Background: an optimization exercise with open tools, aiming at small area, a short achievable clock period and few clock cycles per item. Do not read the settings as production practice.
No run shown here included a check of the RTL's function; only the layout flow was run.

File: design/flow/design.v
module geofence (clk, reset, X, Y, valid, is_inside);
input clk;
input reset;
input [9:0] X;
input [9:0] Y;
output valid;
output is_inside;
reg  [2:0] cnt;             
reg  [9:0] px, py;
reg  signed [10:0] rx, ry, lx, ly;
reg  in_flag;
wire signed [10:0] dx = $signed({1'b0, X}) - $signed({1'b0, px});
wire signed [10:0] dy = $signed({1'b0, Y}) - $signed({1'b0, py});
wire tie_a = (ry > dy) | ((ry == dy) & (dx > rx));
wire tie_b = (dy > ly) | ((dy == ly) & (lx > dx));
wire pa, pb;
cross_pos u_a (.ux(rx), .uy(ry), .wx(dx), .wy(dy), .tie(tie_a), .pos(pa));  
cross_pos u_b (.ux(dx), .uy(dy), .wx(lx), .wy(ly), .tie(tie_b), .pos(pb));  
always @(posedge clk or posedge reset) begin
    if (reset) cnt <= 3'd0;
    else       cnt <= cnt + 3'd1;
end
always @(posedge clk) begin
    if (cnt == 3'd0) begin
        px <= X;
        py <= Y;
    end
    if (cnt == 3'd1 || (!pa && pb)) begin rx <= dx; ry <= dy; end
    if (cnt == 3'd1 || (pa && !pb)) begin lx <= dx; ly <= dy; end
    if (cnt == 3'd1)                in_flag <= 1'b0;
    else if (cnt != 3'd7 && !pa && !pb) in_flag <= 1'b1;
end
assign valid = (cnt == 3'd7);
assign is_inside = in_flag;
endmodule
module cross_pos (ux, uy, wx, wy, tie, pos);
input [10:0] ux, uy, wx, wy;
input tie;
output pos;
wire p1;
wire p2;
wire p3;
wire p4;
wire p5;
wire p6;
wire p7;
wire p8;
wire p9;
wire p10;
wire p11;
wire p12;
wire p13;
wire p14;
wire p15;
wire p16;
wire p17;
wire p18;
wire p19;
wire p20;
wire p21;
wire p22;
wire p23;
wire p24;
wire p25;
wire p26;
wire p27;
wire p28;
wire p29;
wire p30;
wire p31;
wire p32;
wire p33;
wire p34;
wire p35;
wire p36;
wire p37;
wire p38;
wire p39;
wire p40;
wire p41;
wire p42;
wire p43;
wire p44;
wire p45;
wire p46;
wire p47;
wire p48;
wire p49;
wire p50;
wire p51;
wire p52;
wire p53;
wire p54;
wire p55;
wire p56;
wire p57;
wire p58;
wire p59;
wire p60;
wire p61;
wire p62;
wire p63;
wire p64;
wire p65;
wire p66;
wire p67;
wire p68;
wire p69;
wire p70;
wire p71;
wire p72;
wire p73;
wire p74;
wire p75;
wire p76;
wire p77;
wire p78;
wire p79;
wire p80;
wire p81;
wire p82;
wire p83;
wire p84;
wire p85;
wire p86;
wire p87;
wire p88;
wire p89;
wire p90;
wire p91;
wire p92;
wire p93;
wire p94;
wire p95;
wire p96;
wire p97;
wire p98;
wire p99;
wire p100;
wire p101;
wire p102;
wire p103;
wire p104;
wire p105;
wire p106;
wire p107;
wire p108;
wire p109;
wire p110;
wire p111;
wire p112;
wire p113;
wire p114;
wire p115;
wire p116;
wire p117;
wire p118;
wire p119;
wire p120;
wire p121;
wire p122;
wire p123;
wire p124;
wire p125;
wire p126;
wire p127;
wire p128;
wire p129;
wire p130;
wire p131;
wire p132;
wire p133;
wire p134;
wire p135;
wire p136;
wire p137;
wire p138;
wire p139;
wire p140;
wire p141;
wire p142;
wire p143;
wire p144;
wire p145;
wire p146;
wire p147;
wire p148;
wire p149;
wire p150;
wire p151;
wire p152;
wire p153;
wire p154;
wire p155;
wire p156;
wire p157;
wire p158;
wire p159;
wire p160;
wire p161;
wire p162;
wire p163;
wire p164;
wire p165;
wire p166;
wire p167;
wire p168;
wire p169;
wire p170;
wire p171;
wire p172;
wire p173;
wire p174;
wire p175;
wire p176;
wire p177;
wire p178;
wire p179;
wire p180;
wire p181;
wire p182;
wire p183;
wire p184;
wire p185;
wire p186;
wire p187;
wire p188;
wire p189;
wire p190;
wire p191;
wire p192;
wire p193;
wire p194;
wire p195;
wire p196;
wire p197;
wire p198;
wire p199;
wire p200;
wire p201;
wire p202;
wire p203;
wire p204;
wire p205;
wire p206;
wire p207;
wire p208;
wire p209;
wire p210;
wire p211;
wire p212;
wire p213;
wire p214;
wire p215;
wire p216;
wire p217;
wire p218;
wire p219;
wire p220;
wire p221;
wire p222;
wire p223;
wire p224;
wire p225;
wire p226;
wire p227;
wire p228;
wire p229;
wire p230;
wire p231;
wire p232;
wire p233;
wire p234;
wire p235;
wire p236;
wire p237;
wire p238;
wire p239;
wire p240;
wire p241;
wire p242;
wire s243;
wire c244;
wire s245;
wire c246;
wire s247;
wire c248;
wire s249;
wire c250;
wire s251;
wire c252;
wire s253;
wire c254;
wire s255;
wire c256;
wire s257;
wire c258;
wire s259;
wire c260;
wire s261;
wire c262;
wire s263;
wire c264;
wire s265;
wire c266;
wire s267;
wire c268;
wire s269;
wire c270;
wire s271;
wire c272;
wire s273;
wire c274;
wire s275;
wire c276;
wire s277;
wire c278;
wire s279;
wire c280;
wire s281;
wire c282;
wire s283;
wire c284;
wire s285;
wire c286;
wire s287;
wire c288;
wire s289;
wire c290;
wire s291;
wire c292;
wire s293;
wire c294;
wire s295;
wire c296;
wire s297;
wire c298;
wire s299;
wire c300;
wire s301;
wire c302;
wire s303;
wire c304;
wire s305;
wire c306;
wire s307;
wire c308;
wire s309;
wire c310;
wire s311;
wire c312;
wire s313;
wire c314;
wire s315;
wire c316;
wire s317;
wire c318;
wire s319;
wire c320;
wire s321;
wire c322;
wire s323;
wire c324;
wire s325;
wire c326;
wire s327;
wire c328;
wire s329;
wire c330;
wire s331;
wire c332;
wire s333;
wire c334;
wire s335;
wire c336;
wire s337;
wire c338;
wire s339;
wire c340;
wire s341;
wire c342;
wire s343;
wire c344;
wire s345;
wire c346;
wire s347;
wire c348;
wire s349;
wire c350;
wire s351;
wire c352;
wire s353;
wire c354;
wire s355;
wire c356;
wire s357;
wire c358;
wire s359;
wire c360;
wire s361;
wire c362;
wire s363;
wire c364;
wire s365;
wire c366;
wire s367;
wire c368;
wire s369;
wire c370;
wire s371;
wire c372;
wire s373;
wire c374;
wire s375;
wire c376;
wire s377;
wire c378;
wire s379;
wire c380;
wire s381;
wire c382;
wire s383;
wire c384;
wire s385;
wire c386;
wire s387;
wire c388;
wire s389;
wire c390;
wire s391;
wire c392;
wire s393;
wire c394;
wire s395;
wire c396;
wire s397;
wire c398;
wire s399;
wire c400;
wire s401;
wire c402;
wire s403;
wire c404;
wire s405;
wire c406;
wire s407;
wire c408;
wire s409;
wire c410;
wire s411;
wire c412;
wire s413;
wire c414;
wire s415;
wire c416;
wire s417;
wire c418;
wire s419;
wire c420;
wire s421;
wire c422;
wire s423;
wire c424;
wire s425;
wire c426;
wire s427;
wire c428;
wire s429;
wire c430;
wire s431;
wire c432;
wire s433;
wire c434;
wire s435;
wire c436;
wire s437;
wire c438;
wire s439;
wire c440;
wire s441;
wire c442;
wire s443;
wire c444;
wire s445;
wire c446;
wire s447;
wire c448;
wire s449;
wire c450;
wire s451;
wire c452;
wire s453;
wire c454;
wire s455;
wire c456;
wire s457;
wire c458;
wire s459;
wire c460;
wire s461;
wire c462;
wire s463;
wire c464;
wire s465;
wire c466;
wire s467;
wire c468;
wire s469;
wire c470;
wire s471;
wire c472;
wire s473;
wire c474;
wire s475;
wire c476;
wire s477;
wire c478;
wire s479;
wire c480;
wire s481;
wire c482;
wire s483;
wire c484;
wire s485;
wire c486;
wire s487;
wire c488;
wire s489;
wire c490;
wire s491;
wire c492;
wire s493;
wire c494;
wire s495;
wire c496;
wire s497;
wire c498;
wire s499;
wire c500;
wire s501;
wire c502;
wire s503;
wire c504;
wire s505;
wire c506;
wire s507;
wire c508;
wire s509;
wire c510;
wire s511;
wire c512;
wire s513;
wire c514;
wire s515;
wire c516;
wire s517;
wire c518;
wire s519;
wire c520;
wire s521;
wire c522;
wire s523;
wire c524;
wire s525;
wire c526;
wire s527;
wire c528;
wire s529;
wire c530;
wire s531;
wire c532;
wire s533;
wire c534;
wire s535;
wire c536;
wire s537;
wire c538;
wire s539;
wire c540;
wire s541;
wire c542;
wire s543;
wire c544;
wire s545;
wire c546;
wire s547;
wire c548;
wire s549;
wire c550;
wire s551;
wire c552;
wire s553;
wire c554;
wire s555;
wire c556;
wire s557;
wire c558;
wire s559;
wire c560;
wire s561;
wire c562;
wire s563;
wire c564;
wire s565;
wire c566;
wire s567;
wire c568;
wire s569;
wire c570;
wire s571;
wire c572;
wire s573;
wire c574;
wire s575;
wire c576;
wire s577;
wire c578;
wire s579;
wire c580;
wire s581;
wire c582;
wire s583;
wire c584;
wire s585;
wire c586;
wire s587;
wire c588;
wire s589;
wire c590;
wire s591;
wire c592;
wire s593;
wire c594;
wire s595;
wire c596;
wire s597;
wire c598;
wire s599;
wire c600;
wire s601;
wire c602;
wire s603;
wire c604;
wire s605;
wire c606;
wire s607;
wire c608;
wire s609;
wire c610;
wire s611;
wire c612;
wire s613;
wire c614;
wire s615;
wire c616;
wire s617;
wire c618;
wire s619;
wire c620;
wire s621;
wire c622;
wire s623;
wire c624;
wire s625;
wire c626;
wire s627;
wire c628;
wire s629;
wire c630;
wire s631;
wire c632;
wire s633;
wire c634;
wire s635;
wire c636;
wire s637;
wire c638;
wire s639;
wire c640;
wire s641;
wire c642;
wire s643;
wire c644;
wire s645;
wire c646;
wire s647;
wire c648;
wire s649;
wire c650;
wire s651;
wire c652;
wire s653;
wire c654;
wire s655;
wire c656;
wire s657;
wire c658;
wire s659;
wire c660;
wire s661;
wire c662;
wire s663;
wire c664;
wire s665;
wire c666;
wire s667;
wire c668;
wire s669;
wire c670;
wire s671;
wire c672;
wire s673;
wire c674;
wire s675;
wire c676;
wire s677;
wire c678;
wire s679;
wire c680;
wire s681;
wire c682;
wire s683;
wire c684;
wire g685;
wire q686;
wire g687;
wire q688;
wire g689;
wire q690;
wire g691;
wire q692;
wire g693;
wire q694;
wire g695;
wire q696;
wire g697;
wire q698;
wire g699;
wire q700;
wire g701;
wire q702;
wire g703;
wire q704;
wire g705;
wire q706;
wire g707;
wire q708;
wire g709;
wire q710;
wire g711;
wire q712;
wire g713;
wire q714;
wire g715;
wire q716;
wire g717;
wire q718;
wire g719;
wire q720;
wire g721;
wire q722;
wire g723;
wire q724;
wire g725;
wire q726;
wire g727;
wire q728;
wire g729;
wire q730;
wire g731;
wire q732;
wire g733;
wire q734;
wire g735;
wire q736;
wire g737;
wire q738;
wire g739;
wire q740;
wire g741;
wire q742;
wire g743;
wire q744;
wire g745;
wire q746;
wire g747;
wire q748;
assign p1 = ux[0] & wy[0];
assign p2 = ux[0] & wy[1];
assign p3 = ux[0] & wy[2];
assign p4 = ux[0] & wy[3];
assign p5 = ux[0] & wy[4];
assign p6 = ux[0] & wy[5];
assign p7 = ux[0] & wy[6];
assign p8 = ux[0] & wy[7];
assign p9 = ux[0] & wy[8];
assign p10 = ux[0] & wy[9];
assign p11 = ~(ux[0] & wy[10]);
assign p12 = ux[1] & wy[0];
assign p13 = ux[1] & wy[1];
assign p14 = ux[1] & wy[2];
assign p15 = ux[1] & wy[3];
assign p16 = ux[1] & wy[4];
assign p17 = ux[1] & wy[5];
assign p18 = ux[1] & wy[6];
assign p19 = ux[1] & wy[7];
assign p20 = ux[1] & wy[8];
assign p21 = ux[1] & wy[9];
assign p22 = ~(ux[1] & wy[10]);
assign p23 = ux[2] & wy[0];
assign p24 = ux[2] & wy[1];
assign p25 = ux[2] & wy[2];
assign p26 = ux[2] & wy[3];
assign p27 = ux[2] & wy[4];
assign p28 = ux[2] & wy[5];
assign p29 = ux[2] & wy[6];
assign p30 = ux[2] & wy[7];
assign p31 = ux[2] & wy[8];
assign p32 = ux[2] & wy[9];
assign p33 = ~(ux[2] & wy[10]);
assign p34 = ux[3] & wy[0];
assign p35 = ux[3] & wy[1];
assign p36 = ux[3] & wy[2];
assign p37 = ux[3] & wy[3];
assign p38 = ux[3] & wy[4];
assign p39 = ux[3] & wy[5];
assign p40 = ux[3] & wy[6];
assign p41 = ux[3] & wy[7];
assign p42 = ux[3] & wy[8];
assign p43 = ux[3] & wy[9];
assign p44 = ~(ux[3] & wy[10]);
assign p45 = ux[4] & wy[0];
assign p46 = ux[4] & wy[1];
assign p47 = ux[4] & wy[2];
assign p48 = ux[4] & wy[3];
assign p49 = ux[4] & wy[4];
assign p50 = ux[4] & wy[5];
assign p51 = ux[4] & wy[6];
assign p52 = ux[4] & wy[7];
assign p53 = ux[4] & wy[8];
assign p54 = ux[4] & wy[9];
assign p55 = ~(ux[4] & wy[10]);
assign p56 = ux[5] & wy[0];
assign p57 = ux[5] & wy[1];
assign p58 = ux[5] & wy[2];
assign p59 = ux[5] & wy[3];
assign p60 = ux[5] & wy[4];
assign p61 = ux[5] & wy[5];
assign p62 = ux[5] & wy[6];
assign p63 = ux[5] & wy[7];
assign p64 = ux[5] & wy[8];
assign p65 = ux[5] & wy[9];
assign p66 = ~(ux[5] & wy[10]);
assign p67 = ux[6] & wy[0];
assign p68 = ux[6] & wy[1];
assign p69 = ux[6] & wy[2];
assign p70 = ux[6] & wy[3];
assign p71 = ux[6] & wy[4];
assign p72 = ux[6] & wy[5];
assign p73 = ux[6] & wy[6];
assign p74 = ux[6] & wy[7];
assign p75 = ux[6] & wy[8];
assign p76 = ux[6] & wy[9];
assign p77 = ~(ux[6] & wy[10]);
assign p78 = ux[7] & wy[0];
assign p79 = ux[7] & wy[1];
assign p80 = ux[7] & wy[2];
assign p81 = ux[7] & wy[3];
assign p82 = ux[7] & wy[4];
assign p83 = ux[7] & wy[5];
assign p84 = ux[7] & wy[6];
assign p85 = ux[7] & wy[7];
assign p86 = ux[7] & wy[8];
assign p87 = ux[7] & wy[9];
assign p88 = ~(ux[7] & wy[10]);
assign p89 = ux[8] & wy[0];
assign p90 = ux[8] & wy[1];
assign p91 = ux[8] & wy[2];
assign p92 = ux[8] & wy[3];
assign p93 = ux[8] & wy[4];
assign p94 = ux[8] & wy[5];
assign p95 = ux[8] & wy[6];
assign p96 = ux[8] & wy[7];
assign p97 = ux[8] & wy[8];
assign p98 = ux[8] & wy[9];
assign p99 = ~(ux[8] & wy[10]);
assign p100 = ux[9] & wy[0];
assign p101 = ux[9] & wy[1];
assign p102 = ux[9] & wy[2];
assign p103 = ux[9] & wy[3];
assign p104 = ux[9] & wy[4];
assign p105 = ux[9] & wy[5];
assign p106 = ux[9] & wy[6];
assign p107 = ux[9] & wy[7];
assign p108 = ux[9] & wy[8];
assign p109 = ux[9] & wy[9];
assign p110 = ~(ux[9] & wy[10]);
assign p111 = ~(ux[10] & wy[0]);
assign p112 = ~(ux[10] & wy[1]);
assign p113 = ~(ux[10] & wy[2]);
assign p114 = ~(ux[10] & wy[3]);
assign p115 = ~(ux[10] & wy[4]);
assign p116 = ~(ux[10] & wy[5]);
assign p117 = ~(ux[10] & wy[6]);
assign p118 = ~(ux[10] & wy[7]);
assign p119 = ~(ux[10] & wy[8]);
assign p120 = ~(ux[10] & wy[9]);
assign p121 = ux[10] & wy[10];
assign p122 = ~(uy[0] & wx[0]);
assign p123 = ~(uy[0] & wx[1]);
assign p124 = ~(uy[0] & wx[2]);
assign p125 = ~(uy[0] & wx[3]);
assign p126 = ~(uy[0] & wx[4]);
assign p127 = ~(uy[0] & wx[5]);
assign p128 = ~(uy[0] & wx[6]);
assign p129 = ~(uy[0] & wx[7]);
assign p130 = ~(uy[0] & wx[8]);
assign p131 = ~(uy[0] & wx[9]);
assign p132 = uy[0] & wx[10];
assign p133 = ~(uy[1] & wx[0]);
assign p134 = ~(uy[1] & wx[1]);
assign p135 = ~(uy[1] & wx[2]);
assign p136 = ~(uy[1] & wx[3]);
assign p137 = ~(uy[1] & wx[4]);
assign p138 = ~(uy[1] & wx[5]);
assign p139 = ~(uy[1] & wx[6]);
assign p140 = ~(uy[1] & wx[7]);
assign p141 = ~(uy[1] & wx[8]);
assign p142 = ~(uy[1] & wx[9]);
assign p143 = uy[1] & wx[10];
assign p144 = ~(uy[2] & wx[0]);
assign p145 = ~(uy[2] & wx[1]);
assign p146 = ~(uy[2] & wx[2]);
assign p147 = ~(uy[2] & wx[3]);
assign p148 = ~(uy[2] & wx[4]);
assign p149 = ~(uy[2] & wx[5]);
assign p150 = ~(uy[2] & wx[6]);
assign p151 = ~(uy[2] & wx[7]);
assign p152 = ~(uy[2] & wx[8]);
assign p153 = ~(uy[2] & wx[9]);
assign p154 = uy[2] & wx[10];
assign p155 = ~(uy[3] & wx[0]);
assign p156 = ~(uy[3] & wx[1]);
assign p157 = ~(uy[3] & wx[2]);
assign p158 = ~(uy[3] & wx[3]);
assign p159 = ~(uy[3] & wx[4]);
assign p160 = ~(uy[3] & wx[5]);
assign p161 = ~(uy[3] & wx[6]);
assign p162 = ~(uy[3] & wx[7]);
assign p163 = ~(uy[3] & wx[8]);
assign p164 = ~(uy[3] & wx[9]);
assign p165 = uy[3] & wx[10];
assign p166 = ~(uy[4] & wx[0]);
assign p167 = ~(uy[4] & wx[1]);
assign p168 = ~(uy[4] & wx[2]);
assign p169 = ~(uy[4] & wx[3]);
assign p170 = ~(uy[4] & wx[4]);
assign p171 = ~(uy[4] & wx[5]);
assign p172 = ~(uy[4] & wx[6]);
assign p173 = ~(uy[4] & wx[7]);
assign p174 = ~(uy[4] & wx[8]);
assign p175 = ~(uy[4] & wx[9]);
assign p176 = uy[4] & wx[10];
assign p177 = ~(uy[5] & wx[0]);
assign p178 = ~(uy[5] & wx[1]);
assign p179 = ~(uy[5] & wx[2]);
assign p180 = ~(uy[5] & wx[3]);
assign p181 = ~(uy[5] & wx[4]);
assign p182 = ~(uy[5] & wx[5]);
assign p183 = ~(uy[5] & wx[6]);
assign p184 = ~(uy[5] & wx[7]);
assign p185 = ~(uy[5] & wx[8]);
assign p186 = ~(uy[5] & wx[9]);
assign p187 = uy[5] & wx[10];
assign p188 = ~(uy[6] & wx[0]);
assign p189 = ~(uy[6] & wx[1]);
assign p190 = ~(uy[6] & wx[2]);
assign p191 = ~(uy[6] & wx[3]);
assign p192 = ~(uy[6] & wx[4]);
assign p193 = ~(uy[6] & wx[5]);
assign p194 = ~(uy[6] & wx[6]);
assign p195 = ~(uy[6] & wx[7]);
assign p196 = ~(uy[6] & wx[8]);
assign p197 = ~(uy[6] & wx[9]);
assign p198 = uy[6] & wx[10];
assign p199 = ~(uy[7] & wx[0]);
assign p200 = ~(uy[7] & wx[1]);
assign p201 = ~(uy[7] & wx[2]);
assign p202 = ~(uy[7] & wx[3]);
assign p203 = ~(uy[7] & wx[4]);
assign p204 = ~(uy[7] & wx[5]);
assign p205 = ~(uy[7] & wx[6]);
assign p206 = ~(uy[7] & wx[7]);
assign p207 = ~(uy[7] & wx[8]);
assign p208 = ~(uy[7] & wx[9]);
assign p209 = uy[7] & wx[10];
assign p210 = ~(uy[8] & wx[0]);
assign p211 = ~(uy[8] & wx[1]);
assign p212 = ~(uy[8] & wx[2]);
assign p213 = ~(uy[8] & wx[3]);
assign p214 = ~(uy[8] & wx[4]);
assign p215 = ~(uy[8] & wx[5]);
assign p216 = ~(uy[8] & wx[6]);
assign p217 = ~(uy[8] & wx[7]);
assign p218 = ~(uy[8] & wx[8]);
assign p219 = ~(uy[8] & wx[9]);
assign p220 = uy[8] & wx[10];
assign p221 = ~(uy[9] & wx[0]);
assign p222 = ~(uy[9] & wx[1]);
assign p223 = ~(uy[9] & wx[2]);
assign p224 = ~(uy[9] & wx[3]);
assign p225 = ~(uy[9] & wx[4]);
assign p226 = ~(uy[9] & wx[5]);
assign p227 = ~(uy[9] & wx[6]);
assign p228 = ~(uy[9] & wx[7]);
assign p229 = ~(uy[9] & wx[8]);
assign p230 = ~(uy[9] & wx[9]);
assign p231 = uy[9] & wx[10];
assign p232 = uy[10] & wx[0];
assign p233 = uy[10] & wx[1];
assign p234 = uy[10] & wx[2];
assign p235 = uy[10] & wx[3];
assign p236 = uy[10] & wx[4];
assign p237 = uy[10] & wx[5];
assign p238 = uy[10] & wx[6];
assign p239 = uy[10] & wx[7];
assign p240 = uy[10] & wx[8];
assign p241 = uy[10] & wx[9];
assign p242 = ~(uy[10] & wx[10]);
fa_cell us243 (.a(p1), .b(p122), .c(tie), .s(s243), .co(c244));
fa_cell us245 (.a(1'b1), .b(p12), .c(p123), .s(s245), .co(c246));
fa_cell us247 (.a(p133), .b(p2), .c(s245), .s(s247), .co(c248));
fa_cell us249 (.a(1'b1), .b(p124), .c(p13), .s(s249), .co(c250));
fa_cell us251 (.a(p134), .b(p144), .c(p23), .s(s251), .co(c252));
fa_cell us253 (.a(p3), .b(c246), .c(s249), .s(s253), .co(c254));
fa_cell us255 (.a(s251), .b(c248), .c(s253), .s(s255), .co(c256));
fa_cell us257 (.a(1'b1), .b(p125), .c(p135), .s(s257), .co(c258));
fa_cell us259 (.a(p14), .b(p145), .c(p155), .s(s259), .co(c260));
fa_cell us261 (.a(p24), .b(p34), .c(p4), .s(s261), .co(c262));
fa_cell us263 (.a(c250), .b(c252), .c(s257), .s(s263), .co(c264));
fa_cell us265 (.a(s259), .b(s261), .c(c254), .s(s265), .co(c266));
fa_cell us267 (.a(s263), .b(c256), .c(s265), .s(s267), .co(c268));
fa_cell us269 (.a(1'b1), .b(p126), .c(p136), .s(s269), .co(c270));
fa_cell us271 (.a(p146), .b(p15), .c(p156), .s(s271), .co(c272));
fa_cell us273 (.a(p166), .b(p25), .c(p35), .s(s273), .co(c274));
fa_cell us275 (.a(p45), .b(p5), .c(c258), .s(s275), .co(c276));
fa_cell us277 (.a(c260), .b(c262), .c(s269), .s(s277), .co(c278));
fa_cell us279 (.a(s271), .b(s273), .c(c264), .s(s279), .co(c280));
fa_cell us281 (.a(s275), .b(s277), .c(c266), .s(s281), .co(c282));
fa_cell us283 (.a(s279), .b(c268), .c(s281), .s(s283), .co(c284));
fa_cell us285 (.a(1'b1), .b(p127), .c(p137), .s(s285), .co(c286));
fa_cell us287 (.a(p147), .b(p157), .c(p16), .s(s287), .co(c288));
fa_cell us289 (.a(p167), .b(p177), .c(p26), .s(s289), .co(c290));
fa_cell us291 (.a(p36), .b(p46), .c(p56), .s(s291), .co(c292));
fa_cell us293 (.a(p6), .b(c270), .c(c272), .s(s293), .co(c294));
fa_cell us295 (.a(c274), .b(s285), .c(s287), .s(s295), .co(c296));
fa_cell us297 (.a(s289), .b(s291), .c(c276), .s(s297), .co(c298));
fa_cell us299 (.a(c278), .b(s293), .c(s295), .s(s299), .co(c300));
fa_cell us301 (.a(c280), .b(s297), .c(s299), .s(s301), .co(c302));
fa_cell us303 (.a(c282), .b(s301), .c(c284), .s(s303), .co(c304));
fa_cell us305 (.a(1'b1), .b(p128), .c(p138), .s(s305), .co(c306));
fa_cell us307 (.a(p148), .b(p158), .c(p168), .s(s307), .co(c308));
fa_cell us309 (.a(p17), .b(p178), .c(p188), .s(s309), .co(c310));
fa_cell us311 (.a(p27), .b(p37), .c(p47), .s(s311), .co(c312));
fa_cell us313 (.a(p57), .b(p67), .c(p7), .s(s313), .co(c314));
fa_cell us315 (.a(c286), .b(c288), .c(c290), .s(s315), .co(c316));
fa_cell us317 (.a(c292), .b(s305), .c(s307), .s(s317), .co(c318));
fa_cell us319 (.a(s309), .b(s311), .c(s313), .s(s319), .co(c320));
fa_cell us321 (.a(c294), .b(c296), .c(s315), .s(s321), .co(c322));
fa_cell us323 (.a(s317), .b(s319), .c(c298), .s(s323), .co(c324));
fa_cell us325 (.a(c300), .b(s321), .c(s323), .s(s325), .co(c326));
fa_cell us327 (.a(c302), .b(s325), .c(c304), .s(s327), .co(c328));
fa_cell us329 (.a(1'b1), .b(p129), .c(p139), .s(s329), .co(c330));
fa_cell us331 (.a(p149), .b(p159), .c(p169), .s(s331), .co(c332));
fa_cell us333 (.a(p179), .b(p18), .c(p189), .s(s333), .co(c334));
fa_cell us335 (.a(p199), .b(p28), .c(p38), .s(s335), .co(c336));
fa_cell us337 (.a(p48), .b(p58), .c(p68), .s(s337), .co(c338));
fa_cell us339 (.a(p78), .b(p8), .c(c306), .s(s339), .co(c340));
fa_cell us341 (.a(c308), .b(c310), .c(c312), .s(s341), .co(c342));
fa_cell us343 (.a(c314), .b(s329), .c(s331), .s(s343), .co(c344));
fa_cell us345 (.a(s333), .b(s335), .c(s337), .s(s345), .co(c346));
fa_cell us347 (.a(c316), .b(c318), .c(c320), .s(s347), .co(c348));
fa_cell us349 (.a(s339), .b(s341), .c(s343), .s(s349), .co(c350));
fa_cell us351 (.a(s345), .b(c322), .c(s347), .s(s351), .co(c352));
fa_cell us353 (.a(s349), .b(c324), .c(s351), .s(s353), .co(c354));
fa_cell us355 (.a(c326), .b(s353), .c(c328), .s(s355), .co(c356));
fa_cell us357 (.a(1'b1), .b(p130), .c(p140), .s(s357), .co(c358));
fa_cell us359 (.a(p150), .b(p160), .c(p170), .s(s359), .co(c360));
fa_cell us361 (.a(p180), .b(p19), .c(p190), .s(s361), .co(c362));
fa_cell us363 (.a(p200), .b(p210), .c(p29), .s(s363), .co(c364));
fa_cell us365 (.a(p39), .b(p49), .c(p59), .s(s365), .co(c366));
fa_cell us367 (.a(p69), .b(p79), .c(p89), .s(s367), .co(c368));
fa_cell us369 (.a(p9), .b(c330), .c(c332), .s(s369), .co(c370));
fa_cell us371 (.a(c334), .b(c336), .c(c338), .s(s371), .co(c372));
fa_cell us373 (.a(s357), .b(s359), .c(s361), .s(s373), .co(c374));
fa_cell us375 (.a(s363), .b(s365), .c(s367), .s(s375), .co(c376));
fa_cell us377 (.a(c340), .b(c342), .c(c344), .s(s377), .co(c378));
fa_cell us379 (.a(c346), .b(s369), .c(s371), .s(s379), .co(c380));
fa_cell us381 (.a(s373), .b(s375), .c(c348), .s(s381), .co(c382));
fa_cell us383 (.a(c350), .b(s377), .c(s379), .s(s383), .co(c384));
fa_cell us385 (.a(c352), .b(s381), .c(s383), .s(s385), .co(c386));
fa_cell us387 (.a(c354), .b(s385), .c(c356), .s(s387), .co(c388));
fa_cell us389 (.a(1'b1), .b(p10), .c(p100), .s(s389), .co(c390));
fa_cell us391 (.a(p131), .b(p141), .c(p151), .s(s391), .co(c392));
fa_cell us393 (.a(p161), .b(p171), .c(p181), .s(s393), .co(c394));
fa_cell us395 (.a(p191), .b(p20), .c(p201), .s(s395), .co(c396));
fa_cell us397 (.a(p211), .b(p221), .c(p30), .s(s397), .co(c398));
fa_cell us399 (.a(p40), .b(p50), .c(p60), .s(s399), .co(c400));
fa_cell us401 (.a(p70), .b(p80), .c(p90), .s(s401), .co(c402));
fa_cell us403 (.a(c358), .b(c360), .c(c362), .s(s403), .co(c404));
fa_cell us405 (.a(c364), .b(c366), .c(c368), .s(s405), .co(c406));
fa_cell us407 (.a(s389), .b(s391), .c(s393), .s(s407), .co(c408));
fa_cell us409 (.a(s395), .b(s397), .c(s399), .s(s409), .co(c410));
fa_cell us411 (.a(s401), .b(c370), .c(c372), .s(s411), .co(c412));
fa_cell us413 (.a(c374), .b(c376), .c(s403), .s(s413), .co(c414));
fa_cell us415 (.a(s405), .b(s407), .c(s409), .s(s415), .co(c416));
fa_cell us417 (.a(c378), .b(c380), .c(s411), .s(s417), .co(c418));
fa_cell us419 (.a(s413), .b(s415), .c(c382), .s(s419), .co(c420));
fa_cell us421 (.a(c384), .b(s417), .c(s419), .s(s421), .co(c422));
fa_cell us423 (.a(c386), .b(s421), .c(c388), .s(s423), .co(c424));
fa_cell us425 (.a(1'b1), .b(p101), .c(p11), .s(s425), .co(c426));
fa_cell us427 (.a(p111), .b(p132), .c(p142), .s(s427), .co(c428));
fa_cell us429 (.a(p152), .b(p162), .c(p172), .s(s429), .co(c430));
fa_cell us431 (.a(p182), .b(p192), .c(p202), .s(s431), .co(c432));
fa_cell us433 (.a(p21), .b(p212), .c(p222), .s(s433), .co(c434));
fa_cell us435 (.a(p232), .b(p31), .c(p41), .s(s435), .co(c436));
fa_cell us437 (.a(p51), .b(p61), .c(p71), .s(s437), .co(c438));
fa_cell us439 (.a(p81), .b(p91), .c(c390), .s(s439), .co(c440));
fa_cell us441 (.a(c392), .b(c394), .c(c396), .s(s441), .co(c442));
fa_cell us443 (.a(c398), .b(c400), .c(c402), .s(s443), .co(c444));
fa_cell us445 (.a(s425), .b(s427), .c(s429), .s(s445), .co(c446));
fa_cell us447 (.a(s431), .b(s433), .c(s435), .s(s447), .co(c448));
fa_cell us449 (.a(s437), .b(c404), .c(c406), .s(s449), .co(c450));
fa_cell us451 (.a(c408), .b(c410), .c(s439), .s(s451), .co(c452));
fa_cell us453 (.a(s441), .b(s443), .c(s445), .s(s453), .co(c454));
fa_cell us455 (.a(s447), .b(c412), .c(c414), .s(s455), .co(c456));
fa_cell us457 (.a(s449), .b(c416), .c(s451), .s(s457), .co(c458));
fa_cell us459 (.a(s453), .b(c418), .c(s455), .s(s459), .co(c460));
fa_cell us461 (.a(s457), .b(c420), .c(s459), .s(s461), .co(c462));
fa_cell us463 (.a(c422), .b(s461), .c(c424), .s(s463), .co(c464));
fa_cell us465 (.a(1'b1), .b(p102), .c(p112), .s(s465), .co(c466));
fa_cell us467 (.a(p143), .b(p153), .c(p163), .s(s467), .co(c468));
fa_cell us469 (.a(p173), .b(p183), .c(p193), .s(s469), .co(c470));
fa_cell us471 (.a(p203), .b(p213), .c(p22), .s(s471), .co(c472));
fa_cell us473 (.a(p223), .b(p233), .c(p32), .s(s473), .co(c474));
fa_cell us475 (.a(p42), .b(p52), .c(p62), .s(s475), .co(c476));
fa_cell us477 (.a(p72), .b(p82), .c(p92), .s(s477), .co(c478));
fa_cell us479 (.a(c426), .b(c428), .c(c430), .s(s479), .co(c480));
fa_cell us481 (.a(c432), .b(c434), .c(c436), .s(s481), .co(c482));
fa_cell us483 (.a(c438), .b(s465), .c(s467), .s(s483), .co(c484));
fa_cell us485 (.a(s469), .b(s471), .c(s473), .s(s485), .co(c486));
fa_cell us487 (.a(s475), .b(s477), .c(c440), .s(s487), .co(c488));
fa_cell us489 (.a(c442), .b(c444), .c(c446), .s(s489), .co(c490));
fa_cell us491 (.a(c448), .b(s479), .c(s481), .s(s491), .co(c492));
fa_cell us493 (.a(s483), .b(s485), .c(c450), .s(s493), .co(c494));
fa_cell us495 (.a(c452), .b(s487), .c(c454), .s(s495), .co(c496));
fa_cell us497 (.a(s489), .b(s491), .c(s493), .s(s497), .co(c498));
fa_cell us499 (.a(c456), .b(c458), .c(s495), .s(s499), .co(c500));
fa_cell us501 (.a(s497), .b(c460), .c(s499), .s(s501), .co(c502));
fa_cell us503 (.a(c462), .b(s501), .c(c464), .s(s503), .co(c504));
fa_cell us505 (.a(p103), .b(p113), .c(p154), .s(s505), .co(c506));
fa_cell us507 (.a(p164), .b(p174), .c(p184), .s(s507), .co(c508));
fa_cell us509 (.a(p194), .b(p204), .c(p214), .s(s509), .co(c510));
fa_cell us511 (.a(p224), .b(p234), .c(p33), .s(s511), .co(c512));
fa_cell us513 (.a(p43), .b(p53), .c(p63), .s(s513), .co(c514));
fa_cell us515 (.a(p73), .b(p83), .c(p93), .s(s515), .co(c516));
fa_cell us517 (.a(c466), .b(c468), .c(c470), .s(s517), .co(c518));
fa_cell us519 (.a(c472), .b(c474), .c(c476), .s(s519), .co(c520));
fa_cell us521 (.a(c478), .b(s505), .c(s507), .s(s521), .co(c522));
fa_cell us523 (.a(s509), .b(s511), .c(s513), .s(s523), .co(c524));
fa_cell us525 (.a(s515), .b(c480), .c(c482), .s(s525), .co(c526));
fa_cell us527 (.a(c484), .b(c486), .c(s517), .s(s527), .co(c528));
fa_cell us529 (.a(s519), .b(s521), .c(s523), .s(s529), .co(c530));
fa_cell us531 (.a(c488), .b(c490), .c(c492), .s(s531), .co(c532));
fa_cell us533 (.a(s525), .b(s527), .c(s529), .s(s533), .co(c534));
fa_cell us535 (.a(c494), .b(c496), .c(s531), .s(s535), .co(c536));
fa_cell us537 (.a(s533), .b(c498), .c(s535), .s(s537), .co(c538));
fa_cell us539 (.a(c500), .b(s537), .c(c502), .s(s539), .co(c540));
fa_cell us541 (.a(p104), .b(p114), .c(p165), .s(s541), .co(c542));
fa_cell us543 (.a(p175), .b(p185), .c(p195), .s(s543), .co(c544));
fa_cell us545 (.a(p205), .b(p215), .c(p225), .s(s545), .co(c546));
fa_cell us547 (.a(p235), .b(p44), .c(p54), .s(s547), .co(c548));
fa_cell us549 (.a(p64), .b(p74), .c(p84), .s(s549), .co(c550));
fa_cell us551 (.a(p94), .b(c506), .c(c508), .s(s551), .co(c552));
fa_cell us553 (.a(c510), .b(c512), .c(c514), .s(s553), .co(c554));
fa_cell us555 (.a(c516), .b(s541), .c(s543), .s(s555), .co(c556));
fa_cell us557 (.a(s545), .b(s547), .c(s549), .s(s557), .co(c558));
fa_cell us559 (.a(c518), .b(c520), .c(c522), .s(s559), .co(c560));
fa_cell us561 (.a(c524), .b(s551), .c(s553), .s(s561), .co(c562));
fa_cell us563 (.a(s555), .b(s557), .c(c526), .s(s563), .co(c564));
fa_cell us565 (.a(c528), .b(c530), .c(s559), .s(s565), .co(c566));
fa_cell us567 (.a(s561), .b(s563), .c(c532), .s(s567), .co(c568));
fa_cell us569 (.a(c534), .b(s565), .c(c536), .s(s569), .co(c570));
fa_cell us571 (.a(s567), .b(c538), .c(s569), .s(s571), .co(c572));
fa_cell us573 (.a(p105), .b(p115), .c(p176), .s(s573), .co(c574));
fa_cell us575 (.a(p186), .b(p196), .c(p206), .s(s575), .co(c576));
fa_cell us577 (.a(p216), .b(p226), .c(p236), .s(s577), .co(c578));
fa_cell us579 (.a(p55), .b(p65), .c(p75), .s(s579), .co(c580));
fa_cell us581 (.a(p85), .b(p95), .c(c542), .s(s581), .co(c582));
fa_cell us583 (.a(c544), .b(c546), .c(c548), .s(s583), .co(c584));
fa_cell us585 (.a(c550), .b(s573), .c(s575), .s(s585), .co(c586));
fa_cell us587 (.a(s577), .b(s579), .c(c552), .s(s587), .co(c588));
fa_cell us589 (.a(c554), .b(c556), .c(c558), .s(s589), .co(c590));
fa_cell us591 (.a(s581), .b(s583), .c(s585), .s(s591), .co(c592));
fa_cell us593 (.a(c560), .b(c562), .c(s587), .s(s593), .co(c594));
fa_cell us595 (.a(s589), .b(s591), .c(c564), .s(s595), .co(c596));
fa_cell us597 (.a(c566), .b(s593), .c(s595), .s(s597), .co(c598));
fa_cell us599 (.a(c568), .b(s597), .c(c570), .s(s599), .co(c600));
fa_cell us601 (.a(p106), .b(p116), .c(p187), .s(s601), .co(c602));
fa_cell us603 (.a(p197), .b(p207), .c(p217), .s(s603), .co(c604));
fa_cell us605 (.a(p227), .b(p237), .c(p66), .s(s605), .co(c606));
fa_cell us607 (.a(p76), .b(p86), .c(p96), .s(s607), .co(c608));
fa_cell us609 (.a(c574), .b(c576), .c(c578), .s(s609), .co(c610));
fa_cell us611 (.a(c580), .b(s601), .c(s603), .s(s611), .co(c612));
fa_cell us613 (.a(s605), .b(s607), .c(c582), .s(s613), .co(c614));
fa_cell us615 (.a(c584), .b(c586), .c(s609), .s(s615), .co(c616));
fa_cell us617 (.a(s611), .b(c588), .c(c590), .s(s617), .co(c618));
fa_cell us619 (.a(s613), .b(c592), .c(s615), .s(s619), .co(c620));
fa_cell us621 (.a(c594), .b(s617), .c(s619), .s(s621), .co(c622));
fa_cell us623 (.a(c596), .b(s621), .c(c598), .s(s623), .co(c624));
fa_cell us625 (.a(p107), .b(p117), .c(p198), .s(s625), .co(c626));
fa_cell us627 (.a(p208), .b(p218), .c(p228), .s(s627), .co(c628));
fa_cell us629 (.a(p238), .b(p77), .c(p87), .s(s629), .co(c630));
fa_cell us631 (.a(p97), .b(c602), .c(c604), .s(s631), .co(c632));
fa_cell us633 (.a(c606), .b(c608), .c(s625), .s(s633), .co(c634));
fa_cell us635 (.a(s627), .b(s629), .c(c610), .s(s635), .co(c636));
fa_cell us637 (.a(c612), .b(s631), .c(s633), .s(s637), .co(c638));
fa_cell us639 (.a(c614), .b(c616), .c(s635), .s(s639), .co(c640));
fa_cell us641 (.a(s637), .b(c618), .c(c620), .s(s641), .co(c642));
fa_cell us643 (.a(s639), .b(s641), .c(c622), .s(s643), .co(c644));
fa_cell us645 (.a(p108), .b(p118), .c(p209), .s(s645), .co(c646));
fa_cell us647 (.a(p219), .b(p229), .c(p239), .s(s647), .co(c648));
fa_cell us649 (.a(p88), .b(p98), .c(c626), .s(s649), .co(c650));
fa_cell us651 (.a(c628), .b(c630), .c(s645), .s(s651), .co(c652));
fa_cell us653 (.a(s647), .b(c632), .c(c634), .s(s653), .co(c654));
fa_cell us655 (.a(s649), .b(s651), .c(c636), .s(s655), .co(c656));
fa_cell us657 (.a(c638), .b(s653), .c(s655), .s(s657), .co(c658));
fa_cell us659 (.a(c640), .b(s657), .c(c642), .s(s659), .co(c660));
fa_cell us661 (.a(p109), .b(p119), .c(p220), .s(s661), .co(c662));
fa_cell us663 (.a(p230), .b(p240), .c(p99), .s(s663), .co(c664));
fa_cell us665 (.a(c646), .b(c648), .c(s661), .s(s665), .co(c666));
fa_cell us667 (.a(s663), .b(c650), .c(c652), .s(s667), .co(c668));
fa_cell us669 (.a(s665), .b(c654), .c(s667), .s(s669), .co(c670));
fa_cell us671 (.a(c656), .b(s669), .c(c658), .s(s671), .co(c672));
fa_cell us673 (.a(p110), .b(p120), .c(p231), .s(s673), .co(c674));
fa_cell us675 (.a(p241), .b(c662), .c(c664), .s(s675), .co(c676));
fa_cell us677 (.a(s673), .b(c666), .c(s675), .s(s677), .co(c678));
fa_cell us679 (.a(c668), .b(s677), .c(c670), .s(s679), .co(c680));
fa_cell us681 (.a(p121), .b(p242), .c(c674), .s(s681), .co(c682));
fa_cell us683 (.a(c676), .b(s681), .c(c678), .s(s683), .co(c684));
assign g685 = s247 & c244;
assign q686 = s247 | c244;
assign g687 = s539 & c504;
assign q688 = s539 | c504;
assign g689 = s571 & c540;
assign q690 = s571 | c540;
assign g691 = c572 & s599;
assign q692 = c572 | s599;
assign g693 = s623 & c600;
assign q694 = s623 | c600;
assign g695 = s643 & c624;
assign q696 = s643 | c624;
assign g697 = s659 & c644;
assign q698 = s659 | c644;
assign g699 = s671 & c660;
assign q700 = s671 | c660;
assign g701 = s679 & c672;
assign q702 = s679 | c672;
assign g703 = s683 & c680;
assign q704 = s683 | c680;
assign g705 = c682 & c684;
assign q706 = c682 | c684;
assign g707 = g685 | (q686 & 1'b0);
assign q708 = q686 & s243;
assign g709 = 1'b0 | (s267 & 1'b0);
assign q710 = s267 & s255;
assign g711 = 1'b0 | (s303 & 1'b0);
assign q712 = s303 & s283;
assign g713 = 1'b0 | (s355 & 1'b0);
assign q714 = s355 & s327;
assign g715 = 1'b0 | (s423 & 1'b0);
assign q716 = s423 & s387;
assign g717 = 1'b0 | (s503 & 1'b0);
assign q718 = s503 & s463;
assign g719 = g689 | (q690 & g687);
assign q720 = q690 & q688;
assign g721 = g693 | (q694 & g691);
assign q722 = q694 & q692;
assign g723 = g697 | (q698 & g695);
assign q724 = q698 & q696;
assign g725 = g701 | (q702 & g699);
assign q726 = q702 & q700;
assign g727 = g705 | (q706 & g703);
assign q728 = q706 & q704;
assign g729 = g709 | (q710 & g707);
assign q730 = q710 & q708;
assign g731 = g713 | (q714 & g711);
assign q732 = q714 & q712;
assign g733 = g717 | (q718 & g715);
assign q734 = q718 & q716;
assign g735 = g721 | (q722 & g719);
assign q736 = q722 & q720;
assign g737 = g725 | (q726 & g723);
assign q738 = q726 & q724;
assign g739 = g731 | (q732 & g729);
assign q740 = q732 & q730;
assign g741 = g735 | (q736 & g733);
assign q742 = q736 & q734;
assign g743 = g727 | (q728 & g737);
assign q744 = q728 & q738;
assign g745 = g741 | (q742 & g739);
assign q746 = q742 & q740;
assign g747 = g743 | (q744 & g745);
assign q748 = q744 & q746;
assign pos = ~(g747 ^ 1'b1);
endmodule
module fa_cell (a, b, c, s, co);
input a, b, c;
output s, co;
assign s = a ^ b ^ c;
assign co = (a & b) | (a & c) | (b & c);
endmodule
File: design/flow/constraint.sdc
create_clock -name core_clock -period 12.0 [get_ports {clk}]
set_input_delay 2.4000 -clock core_clock [delete_from_list [all_inputs] [get_ports {clk}]]
set_output_delay 2.4000 -clock core_clock [all_outputs]
set_load 0.01 [all_outputs]
File: design/flow/config.mk
export PLATFORM = sky130hd
export DESIGN_NAME = geofence
export DESIGN_NICKNAME = geofence
export VERILOG_FILES = /design/flow/design.v
export SDC_FILE = /design/flow/constraint.sdc
export NUM_CORES = 4
export LEC_CHECK = 0
export CAP_MARGIN = 20
export CORE_MARGIN = 2
export CORE_UTILIZATION = 40
export SLEW_MARGIN = 20
export SYNTH_HIERARCHICAL = 1
File: design/flow/run.sh
#!/bin/bash
# synth_recipe.tcl (not shown) runs the flow's synth.tcl, then flattens the netlist and writes it again
# the make line also repeats each setting of config.mk as NAME=value (left out here)
make -C /OpenROAD-flow-scripts/flow DESIGN_CONFIG=/design/flow/config.mk WORK_HOME=/design/flow/orfs CLKGATE_MAP_FILE= SYNTH_SCRIPT=/design/flow/synth_recipe.tcl finish
==> run notes, run 1 <==
Seq/Total Area, Yosys between 10% and 20%; Syn Std Cell Area about 16,000 um2; final wirelength ~46,000 um; cells resized by post-CTS repair 0; placed wire-length estimate about 36,000 um; Die ar. between 40,000 and 50,000 um2; Clock Root Buffer clkbuf_16; Total GRT Usage about a quarter; Post-CTS Hold Fix Bufs 0; core area 39,910 um2; post-CTS setup buffer count 0; WP buf/inv 6; share of layout cells above drive strength 1 between 6 and 7%; Post-synth top cells fa_1 (444), nand2_1 (254), and2_1 (245), clkbuf_1 (89), inv_1 (75); Register-to-Register Setup Slack around 3.1 ns; gp weighted congestion 0.8999; pre-CTS setup slack approximately 0.53 ns; hold path start cnt[0]; mux contribution to synthesized area 0%; CTS Buf Count 9; initial antenna violation count 3; Final Critical Period about 11 ns; Worst R2R Start px[0]; DRC errors left 0; IO Pins 24; max layer used met5; n_diodes 0; worst hold margin around 0.48 ns; Util after Layout between 40% and 50%; depth of the CTS H-tree 3; clock sink count roughly 70; Slew HR a little under half; critical path endpoint category flip-flop; Setup TNS 0 ns; worst slew pin tran just over 0.8 ns; share of flip-flops with an asynchronous set or reset under 10%; Yosys cell types 75; crit path kind in2reg; fill cell count between 3,000 and 4,000; vias in the first global route about 12,000; Max Slew Vio Count 0; clock buffer depth 2; Clk Latency, worst-skew pair 0.33 ns; Max Cap Viol 0; top cells by area, synth fa_1 (55%), edfxtp_1 (12%), and2_1 (9.4%); yosys warns 7; Reg clk slew, reported paths 0.05 ns; GR Overflow Total 0; first-pass GRT wire length ~73,000 um; Synth-to-Final Area Change 7.931%; compound-gate portion of the synthesized area between 4 and 5%; Buffers on Ports 23; slowest CP cell or4_1; top cell type's share of synthesized area 54.65%; FMAX roughly 0.09 GHz; largest area contributor in the netlist fa_1; main flop type after synthesis edfxtp_1; met3 routed WL 3664 um; Startpoint Class input pin; Worst Skew just under 0.006 ns; die width 205.7 um; num rows 73; combinational family with the most area after synthesis adder cells; Mapped Cells about 1,400; Via Count between 10,000 and 15,000; Starting DRT DRC Count 863; outcome no timing/DRC/antenna violations; CP most frequent cell fa_1; xor and xnor area share after synthesis 1.654%; Setup Viol. Count Final 0; required time of the critical path ~12 ns; number of synthesized flops with an enable pin 64; DR vias/cell about 5.5; Top delay family on crit path adder cells; Final Hold Vio Count 0; post-synthesis simple-gate area fraction between 10% and 20%; CTS tree built; WP data arrival between 10 and 15 ns; count leader, synth fa_1; largest net degree at the start of global routing 24; start point of the critical path X[0]; slowest stage delay, CP around 0.6 ns; fin crit share around 93%; Die Ht 205.7 um; post-synthesis adder-cell area fraction approximately three fifths; RSZ-0062 raised after global routing no; syn avg cell area 11.23 um2; met1 WL about 19,000 um; Synth Register Bits 68; Met2 Wirelength between 20,000 and 25,000 um; drt first pass iters 5; Routed Antenna Nets 0; Initial Utilization about two fifths; Final WS setup 0.8537 ns; critical path peak fanout 22; Hold Path Class reg2reg; nets@finish ~2,000; routed len/inst approximately 23 um
modules after synthesis (local to each module, per instance):
module / cells inside / copies in the design / flops+latches / area (um2)
cross_pos: 315 / 2 / 0 / 1541
geofence: 376 / 1 / 68 / 4334
fa_cell: 1 / 442 / 0 / 20.02
worst register-to-register path: stages, from the launching register on:
cell and delay, ns:
edfxtp_1 0.34, ha_1 0.17, inv_1 0.05, fa_1 0.43
a211oi_2 0.33, o21bai_1 0.12, a21oi_1 0.18, xor2_1 0.37
inv_2 0.22, and2_1 0.23, fa_1 0.52, fa_1 0.45
fa_1 0.55, fa_1 0.43, fa_1 0.41, fa_1 0.39
fa_1 0.39, fa_1 0.39, fa_1 0.39, fa_1 0.50
nand4_1 0.06, or4_1 0.60, a211oi_2 0.24, o21ai_1 0.08
nand2_1 0.19, inv_1 0.07, o21ai_2 0.11, buf_4 0.31
state kept, by name (all words and copies together), names as in the netlist:
name     count
cnt          3
ly          11
lx          11
rx          11
px          10
ry          11
in_flag      1
py          10
path summary, 6_finish.rpt:
path                       endpoint  cells past startpoint
hold / removal               cnt[0]                      1
min in group asynchronous    cnt[1]                      2
max in group asynchronous    cnt[0]                      2
hold reg to reg              cnt[0]                      1
setup reg to reg              rx[2]                     27
setup / recovery              rx[2]                     29
placed cells by master, fill, tap and decap left out, types with 6 or more instances in the layout:
master           count
maj3_2               6
fa_1               444
nand4_1             10
and2_1             245
a21o_1               6
nor2_1              25
o21a_1               6
nand2_1            254
nand3_1              8
a31oi_1              8
clkbuf_16            9
xnor2_1              8
clkdlybuf4s50_1     23
edfxtp_1            64
ha_1                52
buf_4               43
nand2b_1             7
conb_1              22
o21ai_0             10
xnor2_2              7
inv_1               75
o22ai_1              7
a21oi_1             15
nor2b_1              8
kinds of logic after synthesis:
kind of cell             Yosys count
XOR/XNOR                          25
other                              2
flip-flops                        68
adder cells (fa/ha/maj)          504
AND/OR/NAND/NOR                  585
buffers and inverters            167
AO/OA/AOI/OAI                     97
per-layer routing:
metal / vias up / global-route usage (%)
li1: 4531 / -
met5: - / 0
met4: 4 / 6.860
met2: 464 / 37.71
met1: 5784 / 32.38
met3: 94 / 4.324
final cells by class:
cell class,count,area (um2),share of cell area [%]
tap,525,656.9,3.742
inverter,77,289.0,1.646
clock buffer,11,232.7,1.326
multi-input combinational,1233,13780,78.48
timing repair buffer,66,553.0,3.150
sequential,68,2017,11.49
clock inverter,5,28.78,0.1639
through the flow:
step | std cells | instance area (um2)
6_report | 1985 | 17560
3_3_place_gp | 1969 | 17290
5_1_grt | 1985 | 17560
3_5_place_dp | 1969 | 17290
4_1_cts | 1985 | 17560
2_1_floorplan | 1468 | 16340
==> run 2: changes to the inputs <==
--- a/design/flow/config.mk
+++ b/design/flow/config.mk
@@ -7,2 +7,3 @@
 export LEC_CHECK = 0
+export ABC_CLOCK_PERIOD_IN_PS = 5000
 export CAP_MARGIN = 20
@@ -10,2 +11,3 @@
 export CORE_UTILIZATION = 40
+export SETUP_SLACK_MARGIN = 3
 export SLEW_MARGIN = 20
==> run notes, run 2 <==
outcome no timing/DRC/antenna violations; Starting DRT DRC Count 971 (+13%); critical path peak fanout 6 (-73%); Max Slew Vio Count 0 (unchanged); syn avg cell area 11.23 um2 (unchanged); WP data arrival 9.95 ns (-1.20 ns); Reg clk slew, reported paths 0.06 ns (about the same); Max Cap Viol 0 (unchanged); main flop type after synthesis edfxtp_1; Final WS setup 2.110 ns (+1.256 ns); largest net degree at the start of global routing 21 (-13%); Slew HR 43.77% (-1.6 points); Initial Utilization 40.75% (unchanged); fin crit share 82.42% (-10 points); Total GRT Usage 24.60% (+1.2 points); critical path endpoint category flip-flop; die width 205.7 um (unchanged); Hold EP in_flag; GR Overflow Total 0 (unchanged); clock buffer depth 2 (unchanged); Sequential Area 2017 um2 (unchanged); core area 39,910 um2 (unchanged); count leader, synth fa_1; hold path start in_flag; Final Hold Vio Count 0 (unchanged); share of flip-flops with an asynchronous set or reset 4.412% (unchanged); cell depth of the worst min-delay path 1 (unchanged); routed len/inst 23.85 um (+2.9%); Buffers on Ports 23 (unchanged); IO Pins 24 (unchanged); Mapped Cells 1,448 (unchanged); Clk Latency, worst-skew pair 0.35 ns (+0.02 ns); DR vias/cell 5.533 (+0.98%); nets@finish 2,032 (+3.0%); RSZ-0062 raised after global routing yes; yosys warns 7 (unchanged); commonest non-fill, non-tap cells in the layout fa_1 (420), nand2_1 (248), and2_1 (243), buf_4 (72), inv_1 (68); n_diodes 0 (unchanged); Setup TNS 0 ns (unchanged); crit path kind in2reg; worst hold margin 0.4570 ns (-0.01966 ns); Hold Path Class reg2reg; placed wire-length estimate 35,410 um (-1.1%); Worst R2R Start px[1]; depth of the CTS H-tree 3 (unchanged); top cells by area, synth fa_1 (55%), edfxtp_1 (12%), and2_1 (9.4%); gp weighted congestion 0.8426 (-6.4%); Startpoint Class input pin; share of layout cells above drive strength 1 14.94% (+8.3 points); Via Count 11,310 (+4.0%); Worst Skew 0.009468 ns (+0.003543 ns); number of synthesized flops with an enable pin 64 (unchanged); Synth Register Bits 68 (unchanged); worst slew pin tran 0.8358 ns (+0.02306 ns); top cell type's share of synthesized area 54.65% (unchanged); Register-to-Register Setup Slack 3.88 ns (+0.74 ns); drt first pass iters 6 (+1); Die Ht 205.7 um (unchanged); CTS Buf Count 9 (unchanged); initial antenna violation count 0 (-3); area of the multi-input gates 14,280 um2 (+3.6%); Routed Antenna Nets 0 (unchanged); pre-CTS setup slack 0.6516 ns (+0.1174 ns); first-pass GRT wire length 76,300 um (+4.5%); final wirelength 48,740 um (+6.0%); Yosys cell types 75 (unchanged); fill cell count 3,589 (-2.9%); required time of the critical path 12.06 ns (+0.06 ns); DRC errors left 0 (unchanged); Post-synth top cells fa_1 (444), nand2_1 (254), and2_1 (245), clkbuf_1 (89), inv_1 (75); num rows 73 (unchanged); Setup Viol. Count Final 0 (unchanged); largest area contributor in the netlist fa_1; Syn Std Cell Area 16,270 um2 (unchanged); CTS tree built; leading cell type in the layout, fill and taps excluded fa_1; Seq/Total Area, Yosys 12.40% (unchanged); FMAX 0.1011 GHz (+13%); Worst Reg2Reg Path Length in Cells 29 (+7.4%); Clock Root Buffer clkbuf_16; r2r endpoint rx[7]; clock sink count 68 (unchanged); vias in the first global route 12,925 (+5.8%); Die ar. 42,290 um2 (unchanged); Final Critical Period 9.890 ns (-1.256 ns); Synth-to-Final Area Change 15.43%
-- run 2: cell count changes in the layout (fill, tap and decap cells not counted), moves of 10 or more --
cell,change
ha_1,-12
buf_4,+29
buf_6,+20
ha_4,+10
fa_2,+24
clkdlybuf4s50_1,-13
fa_1,-24
-- run 2: layout make-up --
cell class	count	share of cell area (%)
multi-input cells	1235	76.04
flip-flops and latches	68	10.74
repair buffers	123	6.251
well taps	525	3.499
inverters	77	1.746
clock buffers	9	1.200
clock inverters	7	0.5265
-- run 2: metrics by stage --
stage               instances  util (%)  instance area [um2]
detailed placement       1968     43.64                17420
CTS                      2033     46.55                18580
global placement         1968     43.64                17420
floorplan                1468         -                16560
finish                   2044     47.04                18780
global route             2044     47.04                18780
-- run 2: kinds of logic after synthesis --
| family | count (synthesis) | synth area share (%) |
|---|---|---|
| xor+xnor | 25 | 1.654 |
| other cells | 2 | 0.04617 |
| compound gates | 97 | 4.569 |
| buf+inv | 167 | 3.862 |
| fa+ha+maj | 504 | 59.18 |
| simple gates | 585 | 18.28 |
| flops | 68 | 12.40 |
-- run 2: how the worst max path moves through the flow --
stage                     slack, ns  startpoint     end  depth (start not counted)
after floorplan                1.91        X[0]   rx[0]                         28
after detailed placement       0.65        X[0]   ry[7]                         28
final                          2.11        X[0]   rx[7]                         27
after global placement         0.79        X[0]  ry[10]                         28
after global routing           1.94        X[0]   rx[0]                         30
after CTS                      2.17        X[0]   ry[7]                         30
-- run 2: per-module statistics from Yosys (local to each module, per instance) --
module     flip-flops and latches  area, um2  copies in the design  cells inside
fa_cell                         0      20.02                   442             1
cross_pos                       0       1541                     2           315
geofence                       68       4334                     1           376
-- run 2: critical path: stages --
cell      delay [ns]
buf_8           0.11
inv_12          0.04
ha_4            0.13
inv_2           0.03
fa_2            0.71
buf_4           0.22
and2_1          0.16
fa_1            0.45
fa_1            0.53
fa_1            0.58
fa_1            0.44
fa_2            0.36
fa_2            0.39
fa_2            0.37
fa_2            0.34
fa_2            0.34
fa_2            0.34
fa_1            0.49
nand4_1         0.08
or4_4           0.45
a211oi_2        0.24
o21ai_1         0.09
nand2_2         0.17
inv_4           0.06
o21ai_4         0.17
buf_6           0.13
buf_12          0.11
-- run 2: metal layers --
layer  part of all wire, %  GRT usage (%)
met1                    40          32.64
met4                   2.5          6.012
met3                   8.9          6.224
met2                    48          40.45
met5                     0         0.8333
-- run 2: what timing repair did --
item,4_1_cts,5_1_grt
pin swaps,34,20
gates cloned,4,0
gates resized for setup,100,25
hold buffers,0,0
buffers inserted,45,11
endpoints found under the setup margin,45,45

## what the ideal ports hide
In the flow no input, the clock included, has a driving cell. The finished layouts below were timed again as built, in two steps. Step 1, drivers: a clkbuf_16 drives clk and a buf_2 each remaining input, both assumed. Step 2 adds t to the input delays and takes it off the output delays; t is the mean of the earliest and latest rising clock arrival at the registers after step 1. Input paths then give back, and output paths get back, about the clock's delay inside the block. a / b / c = ideal ports / drivers / drivers and shift; a / b = the first two.
run	t (ns)	slack for setup (ns)	hold slack, ns	worst setup path after step 2
run 1	0.370	0.854 / 0.870 / 0.500	0.477 / 0.477 / 0.477	input to register
run 2	0.385	2.110 / 2.114 / 1.730	0.457 / 0.457 / 0.457	input to register
After both steps every run listed still meets setup and hold. For run 2, which loses most, drivers alone change the setup slack by +0.004 ns; drivers and shift together by -0.380 ns.
